This is an optimization exercise on Yosys and OpenROAD, whose aim is small area and a short achievable clock period, not a production implementation. No run shown here included a check of the RTL's function; only the layout flow was run. Power is estimated from default activity; no workload was simulated.

==> design.v <==
module c_inv (input logic a, output logic y);
    assign y = ~a;
endmodule
module c_nand3 (input logic a, input logic b, input logic c, output logic y);
    assign y = ~(a & b & c);
endmodule
module c_xor2 (input logic a, input logic b, output logic y);
    assign y = a ^ b;
endmodule
module c_xnor2 (input logic a, input logic b, output logic y);
    assign y = ~(a ^ b);
endmodule
module c_aoi22 (input logic a1, input logic a2, input logic b1, input logic b2, output logic y);
    assign y = ~((a1 & a2) | (b1 & b2));
endmodule
module c_aoi222 (
        input logic a1, input logic a2, input logic b1, input logic b2,
        input logic c1, input logic c2, output logic y
    );
    assign y = ~((a1 & a2) | (b1 & b2) | (c1 & c2));
endmodule
module c_merge_t (input logic g, input logic p, input logic gj, output logic gn);
    assign gn = ~(g | (p & gj));
endmodule
module c_merge_f (input logic gn, input logic pn, input logic gjn, output logic g);
    assign g = ~(gn & (pn | gjn));
endmodule
module c_nand2 (input logic a, input logic b, output logic y);
    assign y = ~(a & b);
endmodule
module c_nor2 (input logic a, input logic b, output logic y);
    assign y = ~(a | b);
endmodule
module c_ha (input logic a, input logic b, output logic p, output logic g);
    assign p = a ^ b;
    assign g = a & b;
endmodule
module c_mux2i (input logic a0, input logic a1, input logic s, output logic y);
    assign y = ~(s ? a1 : a0);
endmodule
module c_mux4 (input logic [3:0] t, input logic s1, input logic s0, output logic y);
    assign y = t[{s1, s0}];
endmodule
module alu_dec (
        input  logic [2:0] func_code,
        input  logic [3:0] n,
        input  logic       carry_in,
        output logic       sub,
        output logic       ya,
        output logic       ys,
        output logic       rot,
        output logic       c,
        output logic [3:0] kn,
        output logic [3:0] s1,
        output logic [2:0] s2
    );
    assign sub = (func_code == 6'd1);
    assign ya  = (func_code == 6'd0);
    assign ys  = sub;
    assign rot = (func_code[2:1] == 2'b01);
    assign c   = (ya & carry_in) | (ys & ~carry_in);
    logic [3:0] k;
    always_comb begin
        case (func_code)
            6'd0, 6'd1: k = 4'b1100;
            6'd4: k = 4'b0110;
            6'd5: k = 4'b1000;
            6'd6:  k = 4'b1110;
            6'd7: k = 4'b0011;
            default: k = 4'b0000;
        endcase
    end
    assign kn = ~k;
    wire       dir = func_code[0];
    wire [1:0] q = n[3:2];
    wire [1:0] nr = n[1:0];
    wire       nz = |nr;
    wire [1:0] r1 = {nr[1] ^ (dir & nr[0]), nr[0]};
    logic [1:0] q1;
    always_comb begin
        case ({dir, nz, q})
            4'b0001, 4'b0101: q1 = 2'd1;
            4'b0010, 4'b0110: q1 = 2'd2;
            4'b1001: q1 = 2'd2;
            4'b1010: q1 = 2'd1;
            4'b1100: q1 = 2'd2;
            4'b1101: q1 = 2'd1;
            default: q1 = 2'd0;
        endcase
    end
    wire rot_zero = (q == 2'd3) & nz;
    assign s1 = rot ? (4'b0001 << r1) : 4'b0000;
    assign s2 = (rot && !rot_zero) ? (3'b001 << q1) : 3'b000;
endmodule
module alu_ysel (input logic b, input logic ya, input logic ys, input logic s, output logic y);
    assign y = (b & ya) | (~b & ys) | s;
endmodule
module alu_y (input logic b, input logic ya, input logic ys, output logic y);
    assign y = (b & ya) | (~b & ys);
endmodule
module alu_equ (input logic [11:0] d, output logic equ);
    assign equ = ~(|d);
endmodule
module alu_pre (
        input  logic [11:0] a_in,
        input  logic [11:0] b_in,
        input  logic        carry_in,
        input  logic [2:0]  func_code,
        output logic [11:0] x,
        output logic [11:0] y,
        output logic        c,
        output logic        sub,
        output logic        rot,
        output logic        equ
    );
    wire ya, ys;
    wire [3:0] kn, s1;
    wire [2:0] s2;
    alu_dec dec (
        .func_code(func_code), .n(b_in[3:0]), .carry_in(carry_in),
        .sub(sub), .ya(ya), .ys(ys), .rot(rot), .c(c), .kn(kn), .s1(s1), .s2(s2)
    );
    wire [11:0] u, v, tn, d;
    genvar i;
    generate
        for (i = 0; i < 12; i++) begin : bits
            c_aoi22 ru (.a1(s1[0]), .a2(a_in[i]), .b1(s1[1]), .b2(a_in[(i + 11) % 12]), .y(u[i]));
            c_aoi22 rv (.a1(s1[2]), .a2(a_in[(i + 10) % 12]), .b1(s1[3]), .b2(a_in[(i + 9) % 12]), .y(v[i]));
            c_mux4 tab (.t(kn), .s1(a_in[i]), .s0(b_in[i]), .y(tn[i]));
            c_nand3 xo (.a(u[i]), .b(v[i]), .c(tn[i]), .y(x[i]));
            c_xor2 df (.a(a_in[i]), .b(b_in[i]), .y(d[i]));
            if (i < 3) begin : ys2
                alu_ysel yo (.b(b_in[i]), .ya(ya), .ys(ys), .s(s2[i]), .y(y[i]));
            end else begin : yb
                alu_y yo (.b(b_in[i]), .ya(ya), .ys(ys), .y(y[i]));
            end
        end
    endgenerate
    alu_equ eq (.d(d), .equ(equ));
endmodule
module alu_carry (
        input  logic [11:0] g,
        input  logic [11:0] p,
        input  logic        c,
        output logic [12:0] cy
    );
    wire gg1;
    c_merge_t u_gg1 (.g(g[0]), .p(p[0]), .gj(c), .gn(gg1));
    wire gg2;
    c_merge_t u_gg2 (.g(g[2]), .p(p[2]), .gj(g[1]), .gn(gg2));
    wire pp3;
    c_nand2 u_pp3 (.a(p[2]), .b(p[1]), .y(pp3));
    wire gg4;
    c_merge_t u_gg4 (.g(g[4]), .p(p[4]), .gj(g[3]), .gn(gg4));
    wire pp5;
    c_nand2 u_pp5 (.a(p[4]), .b(p[3]), .y(pp5));
    wire gg6;
    c_merge_t u_gg6 (.g(g[6]), .p(p[6]), .gj(g[5]), .gn(gg6));
    wire pp7;
    c_nand2 u_pp7 (.a(p[6]), .b(p[5]), .y(pp7));
    wire gg8;
    c_merge_t u_gg8 (.g(g[8]), .p(p[8]), .gj(g[7]), .gn(gg8));
    wire pp9;
    c_nand2 u_pp9 (.a(p[8]), .b(p[7]), .y(pp9));
    wire gg10;
    c_merge_t u_gg10 (.g(g[10]), .p(p[10]), .gj(g[9]), .gn(gg10));
    wire pp11;
    c_nand2 u_pp11 (.a(p[10]), .b(p[9]), .y(pp11));
    wire ni12;
    c_inv u_ni12 (.a(gg1), .y(ni12));
    wire gg13;
    c_merge_t u_gg13 (.g(g[1]), .p(p[1]), .gj(ni12), .gn(gg13));
    wire gg14;
    c_merge_f u_gg14 (.gn(gg2), .pn(pp3), .gjn(gg1), .g(gg14));
    wire ni15;
    c_inv u_ni15 (.a(gg4), .y(ni15));
    wire ni16;
    c_inv u_ni16 (.a(pp5), .y(ni16));
    wire gg17;
    c_merge_t u_gg17 (.g(g[5]), .p(p[5]), .gj(ni15), .gn(gg17));
    wire pp18;
    c_nand2 u_pp18 (.a(p[5]), .b(ni16), .y(pp18));
    wire gg19;
    c_merge_f u_gg19 (.gn(gg6), .pn(pp7), .gjn(gg4), .g(gg19));
    wire pp20;
    c_nor2 u_pp20 (.a(pp7), .b(pp5), .y(pp20));
    wire ni21;
    c_inv u_ni21 (.a(gg8), .y(ni21));
    wire ni22;
    c_inv u_ni22 (.a(pp9), .y(ni22));
    wire gg23;
    c_merge_t u_gg23 (.g(g[9]), .p(p[9]), .gj(ni21), .gn(gg23));
    wire pp24;
    c_nand2 u_pp24 (.a(p[9]), .b(ni22), .y(pp24));
    wire gg25;
    c_merge_f u_gg25 (.gn(gg10), .pn(pp11), .gjn(gg8), .g(gg25));
    wire pp26;
    c_nor2 u_pp26 (.a(pp11), .b(pp9), .y(pp26));
    wire gg27;
    c_merge_t u_gg27 (.g(g[3]), .p(p[3]), .gj(gg14), .gn(gg27));
    wire ni28;
    c_inv u_ni28 (.a(gg14), .y(ni28));
    wire gg29;
    c_merge_f u_gg29 (.gn(gg4), .pn(pp5), .gjn(ni28), .g(gg29));
    wire gg30;
    c_merge_f u_gg30 (.gn(gg17), .pn(pp18), .gjn(ni28), .g(gg30));
    wire gg31;
    c_merge_t u_gg31 (.g(gg19), .p(pp20), .gj(gg14), .gn(gg31));
    wire gg32;
    c_merge_t u_gg32 (.g(g[11]), .p(p[11]), .gj(gg25), .gn(gg32));
    wire pp33;
    c_nand2 u_pp33 (.a(p[11]), .b(pp26), .y(pp33));
    wire ni34;
    c_inv u_ni34 (.a(gg31), .y(ni34));
    wire gg35;
    c_merge_t u_gg35 (.g(g[7]), .p(p[7]), .gj(ni34), .gn(gg35));
    wire gg36;
    c_merge_f u_gg36 (.gn(gg8), .pn(pp9), .gjn(gg31), .g(gg36));
    wire gg37;
    c_merge_f u_gg37 (.gn(gg23), .pn(pp24), .gjn(gg31), .g(gg37));
    wire gg38;
    c_merge_t u_gg38 (.g(gg25), .p(pp26), .gj(ni34), .gn(gg38));
    wire gg39;
    c_merge_f u_gg39 (.gn(gg32), .pn(pp33), .gjn(gg31), .g(gg39));
    assign cy[0] = c;
    assign cy[1] = gg1;
    assign cy[2] = gg13;
    assign cy[3] = gg14;
    assign cy[4] = gg27;
    assign cy[5] = gg29;
    assign cy[6] = gg30;
    assign cy[7] = gg31;
    assign cy[8] = gg35;
    assign cy[9] = gg36;
    assign cy[10] = gg37;
    assign cy[11] = gg38;
    assign cy[12] = gg39;
endmodule
module alu_flags (
        input  logic c11,
        input  logic c12,
        input  logic sub,
        input  logic rot,
        output logic carry_out,
        output logic overflow_out
    );
    assign carry_out = ~rot & (c12 ^ sub);
    assign overflow_out = ~rot & (c11 ^ c12);
endmodule
module alu_post (
        input  logic [11:0] x,
        input  logic [11:0] y,
        input  logic        c,
        input  logic        sub,
        input  logic        rot,
        output logic [11:0] s,
        output logic        carry_out,
        output logic        overflow_out
    );
    localparam logic [12:0] CY_INV = 13'b0100110010110;
    wire [11:0] p, g, sn, rn;
    wire [12:0] cy;
    genvar i;
    generate
        for (i = 0; i < 12; i++) begin : pg
            c_ha h (.a(x[i]), .b(y[i]), .p(p[i]), .g(g[i]));
        end
    endgenerate
    alu_carry carries (.g(g), .p(p), .c(c), .cy(cy));
    generate
        begin : sums
            c_xnor2 sm0 (.a(p[0]), .b(cy[0]), .y(sn[0]));
            c_xor2 sm1 (.a(p[1]), .b(cy[1]), .y(sn[1]));
            c_xor2 sm2 (.a(p[2]), .b(cy[2]), .y(sn[2]));
            c_xnor2 sm3 (.a(p[3]), .b(cy[3]), .y(sn[3]));
            c_xor2 sm4 (.a(p[4]), .b(cy[4]), .y(sn[4]));
            c_xnor2 sm5 (.a(p[5]), .b(cy[5]), .y(sn[5]));
            c_xnor2 sm6 (.a(p[6]), .b(cy[6]), .y(sn[6]));
            c_xor2 sm7 (.a(p[7]), .b(cy[7]), .y(sn[7]));
            c_xor2 sm8 (.a(p[8]), .b(cy[8]), .y(sn[8]));
            c_xnor2 sm9 (.a(p[9]), .b(cy[9]), .y(sn[9]));
            c_xnor2 sm10 (.a(p[10]), .b(cy[10]), .y(sn[10]));
            c_xor2 sm11 (.a(p[11]), .b(cy[11]), .y(sn[11]));
        end
        for (i = 0; i < 12; i++) begin : outs
            c_aoi222 r2 (
                .a1(y[0]), .a2(x[i]), .b1(y[1]), .b2(x[(i + 8) % 12]),
                .c1(y[2]), .c2(x[(i + 4) % 12]), .y(rn[i])
            );
            c_mux2i o (.a0(sn[i]), .a1(rn[i]), .s(rot), .y(s[i]));
        end
    endgenerate
    alu_flags fl (
        .c11(cn11), .c12(cy[12]),
        .sub(sub), .rot(rot), .carry_out(carry_out), .overflow_out(overflow_out)
    );
    wire cn11;
    c_inv i11 (.a(cy[11]), .y(cn11));
endmodule
module alu_top (
        input  logic        clk,
        input  logic [11:0] a_in,
        input  logic [11:0] b_in,
        input  logic        carry_in,
        input  logic [2:0]  func_code,
        output logic [11:0] a_out,
        output logic        carry_out,
        output logic        equ_out,
        output logic        overflow_out
    );
    wire  [11:0] x_d, y_d;
    wire         c_d, sub_d, rot_d, equ_d;
    logic [11:0] x_q, y_q;
    logic        c_q, sub_q, rot_q, equ_q;
    alu_pre pre (
        .a_in(a_in), .b_in(b_in), .carry_in(carry_in), .func_code(func_code),
        .x(x_d), .y(y_d), .c(c_d), .sub(sub_d), .rot(rot_d), .equ(equ_d)
    );
    always_ff @(posedge clk) begin
        x_q   <= x_d;
        y_q   <= y_d;
        c_q   <= c_d;
        sub_q <= sub_d;
        rot_q <= rot_d;
        equ_q <= equ_d;
    end
    wire [11:0] res;
    wire        res_carry, res_overflow;
    alu_post post (
        .x(x_q), .y(y_q), .c(c_q), .sub(sub_q), .rot(rot_q),
        .s(res), .carry_out(res_carry), .overflow_out(res_overflow)
    );
    always_ff @(posedge clk) begin
        a_out        <= res;
        carry_out    <= res_carry;
        equ_out      <= equ_q;
        overflow_out <= res_overflow;
    end
endmodule
==> flow/run.sh <==
#!/bin/bash
# Own layout flow: the standard ORFS flow (standard.sh) with the standard
# synthesis unchanged, and two changes to the layout steps:
#  - before floorplanning, flow/downsize.tcl removes synthesis's buffers and
#    sets each logic cell to its smallest size, for the repair steps to
#    upsize where timing needs it;
#  - the port buffers are plain buffers (BUF_CELL) instead of the delay
#    cells that buffer_ports picks by default.
# Each step's output goes to a log file in the work folder; ORFS's own logs
# stay under orfs/logs.
set -euo pipefail
HERE=$(cd "$(dirname "$0")" && pwd)
BUF_CELL=${BUF_CELL:-sky130_fd_sc_hd__buf_1}
bash standard.sh synth > synth.log 2>&1
bash standard.sh "PRE_FLOORPLAN_TCL=$HERE/downsize.tcl" \
  "BUFFER_PORTS_ARGS=-buffer_cell $BUF_CELL" finish > layout.log 2>&1
==> flow/downsize.tcl <==
# Before floorplanning: remove the buffers that synthesis inserted and set
# every combinational cell to the smallest library cell of the same function.
# The repair steps of the flow then buffer and upsize what the clock period
# needs. Registers keep their cells.
remove_buffers
set n_changed 0
foreach inst [[ord::get_db_block] getInsts] {
  set m [[$inst getMaster] getName]
  if {![regexp {^(sky130_fd_sc_hd__[a-z0-9]+)_([0-9]+)$} $m -> base drv]} { continue }
  if {[regexp {df|dl|sdf|edf|clk|conb|tap|fill|decap} $base]} { continue }
  set best ""
  set best_area 1e9
  foreach lc [get_lib_cells ${base}_*] {
    set name [get_name $lc]
    if {![regexp "^${base}_\[0-9\]+\$" $name]} { continue }
    if {[get_property $lc dont_use]} { continue }
    set a [get_property $lc area]
    if {$a < $best_area} { set best $name; set best_area $a }
  }
  if {$best ne "" && $best ne $m} {
    replace_cell [get_cells [$inst getName]] [get_lib_cells $best]
    incr n_changed
  }
}
puts "downsize: $n_changed cells changed"
==> standard.sh <==
#!/bin/bash
# synth_recipe.tcl (not shown) runs the flow's synth.tcl, then flattens the netlist and writes it again
# the make line also repeats each setting of config.mk as NAME=value (left out here)
make -C /OpenROAD-flow-scripts/flow DESIGN_CONFIG=/design/flow/config.mk WORK_HOME=/design/flow/orfs CLKGATE_MAP_FILE= SYNTH_SCRIPT=/design/flow/synth_recipe.tcl "${@:-finish}"
==> config.mk <==
export PLATFORM = sky130hd
export DESIGN_NAME = alu_top
export DESIGN_NICKNAME = alu_top
export VERILOG_FILES = /design/flow/design.v
export SDC_FILE = /design/flow/constraint.sdc
export NUM_CORES = 4
export LEC_CHECK = 0
export CAP_MARGIN = 20
export CORE_MARGIN = 2
export CORE_UTILIZATION = 40
export SETUP_SLACK_MARGIN = 2.4
export SLEW_MARGIN = 20
export SYNTH_HIERARCHICAL = 1
==> constraint.sdc <==
create_clock -name core_clock -period 4.0 [get_ports {clk}]
set_input_delay 0.8000 -clock core_clock [delete_from_list [all_inputs] [get_ports {clk}]]
set_output_delay 0.8000 -clock core_clock [all_outputs]
set_load 0.01 [all_outputs]
==> results of run 1 <==
[per-layer routing]
layer	global-route usage, %	vias to the layer above	routed length, um
met5	0	-	0
met4	4.839	0	152
met3	3.462	17	480
met2	33.45	131	3511
met1	28.39	1164	3249
li1	-	1131	-
[cells in the final DEF, fill, tap and decap left out, types with 7 or more instances in the layout]
cell type and instances:
mux4_2 12, mux2i_1 13, nand2_1 8, mux2_1 10
a22oi_1 19, xnor2_1 9, xor2_1 18, buf_1 32
nand3_2 8, ha_4 11, dfxtp_1 29, buf_4 20
a222oi_1 12, dfxtp_4 7, dfxtp_2 7, inv_1 8
[worst max-delay path by stage]
stage / from / to / slack, ps / cells past startpoint
after floorplan: y_q[0] / overflow_out / 2320 / 9
after detailed placement: func_code[1] / x_q[0] / 1520 / 4
after global routing: x_q[0] / overflow_out / 2170 / 9
after global placement: func_code[1] / x_q[0] / 1590 / 4
final: x_q[0] / overflow_out / 2230 / 9
after CTS: y_q[0] / overflow_out / 2300 / 9
[power groups by stage]
stage | Combinational (mW) | Sequential (mW) | Clock, mW
global route | 0.508 | 0.560 | 0.346
detailed placement | 0.345 | 0.557 | 0
global placement | 0.342 | 0.555 | 0
floorplan | 0.220 | 0.565 | 0
finish | 0.470 | 0.553 | 0.317
CTS | 0.412 | 0.547 | 0.321
[per-stage QoR]
step	hold slack (ps)	power [mW]	setup WS (ps)	util, %
after floorplan	309.6	0.7847	2318	-
after global placement	314.2	0.8975	1593	48.16
after detailed placement	327.0	0.9020	1524	48.16
after CTS	347.8	1.279	2295	55.59
after global routing	350.8	1.414	2167	60.26
final	346.5	1.341	2233	60.26
[what timing repair did]
action,CTS,global route
gates resized for setup,59,41
pin swaps,10,17
gates cloned,3,1
endpoints found under the setup margin,35,27
buffers inserted,9,11
[sequential cells by signal (all words and copies together) (netlist names)]
register	count
overflow_out	1
c_q	1
a_out	12
x_q	12
equ_out	1
equ_q	1
sub_q	1
rot_q	1
y_q	12
carry_out	1
[cell type report]
| cell class | instances | area share (%) |
|---|---|---|
| multi-input cells | 197 | 57.72 |
| flip-flops and latches | 43 | 23.82 |
| repair buffers | 66 | 11.61 |
| well taps | 77 | 2.562 |
| clock buffers | 6 | 2.495 |
| inverters | 10 | 1.430 |
| clock inverters | 2 | 0.3659 |
==> flow_metrics.tcl, run 1 <==
set metrics [dict create \
    status "finished clean" \
    drt-initial-drc-count 246 \
    tightest_slew_ps 814.5 \
    grt_pass1_vias 2264 \
    die_h_um 83.75 \
    cp_max_fo 5 \
    crit_buf_inv 2 \
    viasPerCell 6.092 \
    holdPathEnd "equ_out" \
    finalSetupViolCount 0 \
    antenna_left 0 \
    cp_common_cell "a21oi_4" \
    antenna_found_initial 0 \
    cpPeakStageDelay_ps 380 \
    dpl-instance-area_um2 3005 \
    peakVddDrop_uv 184.0 \
    drc 0 \
    syn_area_um2 2544 \
    dp_cells 369 \
    hpwl_um 4714 \
    slowest_stage "dfxtp_4" \
    cts_tree "yes" \
    fin_crit_sh_pct 44.17 \
    port_buffers 43 \
    finalMaxSlewViolations 0 \
    r2r_end "overflow_out" \
    share_comb_of_total_power_pct 35.1 \
    worst_setup_path_end_kind "flip-flop" \
    start_kind "flip-flop" \
    clkTransAtPathRegs_ps 90 \
    clk_latency_ps 300 \
    grt_max_degree 15 \
    swShare_pct 33.57 \
    maxCapViolCount 0 \
    power.switching_mw 0.4501 \
    arrival_ps 1930 \
    multi_input_area_um2 2171 \
    nets 364 \
    leakagePower_nw 1.414 \
    power.density_nw_per_um2 356.4 \
    clock-sinks 43 \
    grt-ovfl-total 0 \
    fin_setup_tns_ps 0 \
    r2r_start "x_q[0]" \
    p_seq_share_pct 41.3 \
    die_area_um2 7013 \
    cts-buffers-inserted 5 \
    fmax_mhz 566.0 \
    start_util_pct 40.76 \
    vias 2443 \
    crit_type "flip-flop to flip-flop" \
    core-area_um2 6241 \
    num_rows 29 \
    hold_path.class "flip-flop to flip-flop" \
    internal_power_mw 0.8905 \
    synthCells 248 \
    finClkSkew_ps 10.73 \
    critPathTopFamily "compound AO/OA/AOI/OAI gates" \
    synth.avg_cell_area_um2 10.26 \
    hold_start "equ_q" \
    io_pins 44 \
    hold_violations 0 \
    fin_cells 401 \
    max_slew_margin_pct 45.63 \
    crit_required_ps 4160 \
    whs_path_depth 0 \
    wire_per_inst_um 18.44 \
    synth_fp_nets 289 \
    num_antenna_cells 0 \
    r2r_cells 9 \
    nFillCells 517 \
    grtUsageTotal_pct 20.48 \
    drt_pass1_iterations 5 \
    syn_to_final_growth_pct 47.86 \
    htreeDepth 2 \
    cts_root_buf "clkbuf_8" \
    grt_pass1_wl_um 11590 \
    die_x_um 83.75 \
    path_cells "ha_4 > a21oi_4 > o21ai_4 > a21oi_4 > inv_2 > a21oi_2 > inv_1 > xnor2_1 > nor2_1" \
    ctsHoldBuffers 0 \
    clk_path_buf_depth 2 \
    wl_um 7394 \
    area.sequential_um2 895.9 \
    routabilityCongestion 0.8758 \
    pwr-share-clk_pct 23.7 \
    rsz0062_at_grt "true" \
    ys_warn_count 8 \
    min_period_ps 1767 \
    stdcell_area_um2 3761 \
    layout-drive-gt1-share_pct 40.43 \
    rrSetupSlack_ps 2230 \
]
==> inputs of run 2 (changes only) <==
--- a/config.mk
+++ b/config.mk
@@ -10,3 +10,3 @@
 export CORE_UTILIZATION = 40
-export SETUP_SLACK_MARGIN = 2.4
+export SETUP_SLACK_MARGIN = 2.0
 export SLEW_MARGIN = 20
==> run 2 against run 1 <==
Core utilization is 10 points lower. Sequential power is 1% lower. Non-clock buffer count is 12 lower. Combinational power is 24% lower. Global-route usage is 1.5 points lower. Cell count is 3.5% lower. Die area stayed put. Via count is 4.5% lower. Fmax is 10% lower. Critical path depth is 4 lower. Cell area is 17% lower. Synthesized cell count stayed put.
==> flow_metrics.tcl, run 2 <==
set metrics [dict create \
    status "finished clean" \
    drt-initial-drc-count 161 \
    final_common_cell "buf_1" \
    clk_path_buf_depth 2 \
    clock-sinks 43 \
    layout-drive-gt1-share_pct 18.06 \
    finalSetupViolCount 0 \
    hold_violations 0 \
    swShare_pct 31.33 \
    cpPeakStageDelay_ps 480 \
    internal_power_mw 0.8614 \
    grtUsageTotal_pct 19.02 \
    core-area_um2 6241 \
    worst_setup_path_end_kind "flip-flop" \
    num_antenna_cells 0 \
    finClkSkew_ps 11.09 \
    rrSetupSlack_ps 2130 \
    power.density_nw_per_um2 400.7 \
    r2r_end "a_out[9]" \
    share_comb_of_total_power_pct 28.5 \
    port_buffers 43 \
    critPathTopFamily "XOR/XNOR gates" \
    whs_path_depth 0 \
    viasPerCell 6.031 \
    p_seq_share_pct 43.5 \
    arrival_ps 2130 \
    pwr-share-clk_pct 28.0 \
    hold_start "equ_q" \
    synth_fp_nets 289 \
    peakVddDrop_uv 166.9 \
    min_period_ps 1969 \
    hpwl_um 4667 \
    slowest_stage "xnor2_2" \
    fin_setup_tns_ps 0 \
    io_pins 44 \
    start_kind "input pin" \
    die_area_um2 7013 \
    crit_required_ps 4160 \
    wl_um 6879 \
    crit_type "input pin to flip-flop" \
    nets 350 \
    cts_root_buf "clkbuf_8" \
    num_rows 29 \
    die_h_um 83.75 \
    r2r_start "y_q[1]" \
    syn_to_final_growth_pct 23.07 \
    cts-buffers-inserted 5 \
    hold_path.class "flip-flop to flip-flop" \
    nFillCells 607 \
    clk_latency_ps 290 \
    max_slew_margin_pct 45.98 \
    vias 2334 \
    top_regs "a_out (12), x_q (12), y_q (12)" \
    final_cell_mix "40 x buf_1, 38 x dfxtp_1, 24 x a22oi_1" \
    antenna_left 0 \
    die_x_um 83.75 \
    cts_tree "yes" \
    fmax_mhz 507.9 \
    grt-ovfl-total 0 \
    antenna_found_initial 0 \
    tightest_slew_ps 809.1 \
    grt_pass1_vias 2132 \
    clkTransAtPathRegs_ps 90 \
    r2r_cells 8 \
    ys_warn_count 8 \
    drt_pass1_iterations 6 \
    fin_crit_sh_pct 49.23 \
    grt_pass1_wl_um 10740 \
    start_util_pct 40.76 \
    power.switching_mw 0.3929 \
    finalPower_mw 1.254 \
    wire_per_inst_um 17.78 \
    drc 0 \
    synthCells 248 \
    grt_max_degree 15 \
    htreeDepth 2 \
    syn_area_um2 2544 \
    crit_buf_inv 1 \
    path_cells "buf_1 > nand2_1 > xnor2_2 > mux4_2 > nand3_1" \
    holdPathEnd "equ_out" \
    leakagePower_nw 1.231 \
    routabilityCongestion 0.8420 \
    finalMaxSlewViolations 0 \
    rsz0062_at_grt "true" \
    cp_max_fo 12 \
    maxCapViolCount 0 \
    synth.avg_cell_area_um2 10.26 \
    ctsHoldBuffers 0 \
]
==> run 2: how the worst max path moves through the flow <==
stage	cells after the start	endpoint	slack (ps)	startpoint
after floorplan	9	overflow_out	1980	y_q[0]
after global placement	6	x_q[5]	1430	func_code[0]
after detailed placement	6	x_q[5]	1410	func_code[0]
after CTS	7	x_q[5]	2010	func_code[1]
after global routing	6	x_q[5]	1980	func_code[2]
final	5	x_q[11]	2030	func_code[2]
==> run 2: per-stage QoR <==
| stage | setup slack [ps] | std cells | hold WS (ps) | cell area (um2) | util [%] |
|---|---|---|---|---|---|
| finish | 2031 | 387 | 331.5 | 3131 | 50.16 |
| global route | 1975 | 387 | 344.5 | 3131 | 50.16 |
| CTS | 2010 | 381 | 333.2 | 3020 | 48.40 |
| detailed placement | 1412 | 371 | 313.2 | 2839 | 45.49 |
| global placement | 1429 | 371 | 309.5 | 2839 | 45.49 |
| floorplan | 1982 | 248 | 309.6 | 2559 | - |
==> run 2: power groups by stage <==
stage               registers [mW]  logic [mW]  clock network (mW)
detailed placement           0.554       0.319                   0
global placement             0.553       0.316                   0
floorplan                    0.561       0.198                   0
CTS                          0.545       0.331               0.358
global route                 0.554       0.391               0.377
finish                       0.546       0.357               0.351
==> run 2: final cells by class <==
class	count	area, um2	share of cell area (%)
Clock inverter	2	35.03	1.119
Tap cell	77	96.34	3.078
Inverter	10	37.54	1.199
Multi-Input combinational cell	195	1759	56.20
Sequential cell	43	872.1	27.86
Timing Repair Buffer	54	247.7	7.914
Clock buffer	6	82.58	2.638
==> run 2: worst reg2reg max path: stages (launching register included) <==
cell	delay (ps)
dfxtp_2	400
ha_1	360
nand2_1	100
o21ai_4	220
a21oi_4	100
buf_4	150
o21ai_1	180
xnor2_1	140
mux2i_1	90
==> run 2: timing repair <==
action	4_1_cts	5_1_grt
endpoints found under the setup margin	21	18
gates cloned	0	0
endpoints found under the hold margin	0	0
gates resized for setup	17	17
buffers inserted	2	6
pin swaps	2	4
==> run 2: per-layer routing <==
metal | part of all wire, % | track usage, % | vias to the layer above | wire, um
met2 | 49 | 31.13 | 121 | 3355
met4 | 1.7 | 7.478 | 0 | 114
met3 | 7.7 | 3.858 | 6 | 528
li1 | - | - | 1095 | -
met1 | 42 | 24.66 | 1112 | 2881
met5 | 0 | 0 | - | 0

## re-timing with driven ports
No port has a modelled driver above. Below, the same layouts with a new extraction and two added sets of constraints.
Step 1, drivers: a clkbuf_16 drives clk and a buf_2 each remaining input, both assumed.
Step 2 times the ports against the registers' clock, not the clock port: input delays grow and output delays shrink by t, the midpoint of the rising clock arrivals with the driver on.
Three values: ideal ports, drivers, drivers and shift; two values: the first two.
run	t (ns)	setup WS [ns]	worst hold slack (ns)	slew at the worst register clock pin (ns)
run 1	0.327	2.233 / 2.233 / 1.983	0.346 / 0.346 / 0.346	0.09 / 0.09
run 2	0.316	2.031 / 2.037 / 1.721	0.332 / 0.332 / 0.332	0.09 / 0.09
After both steps setup and hold are still met in every run listed. The setup slack of run 2, which loses most, moves by +0.006 ns with the drivers and by -0.310 ns with both steps.
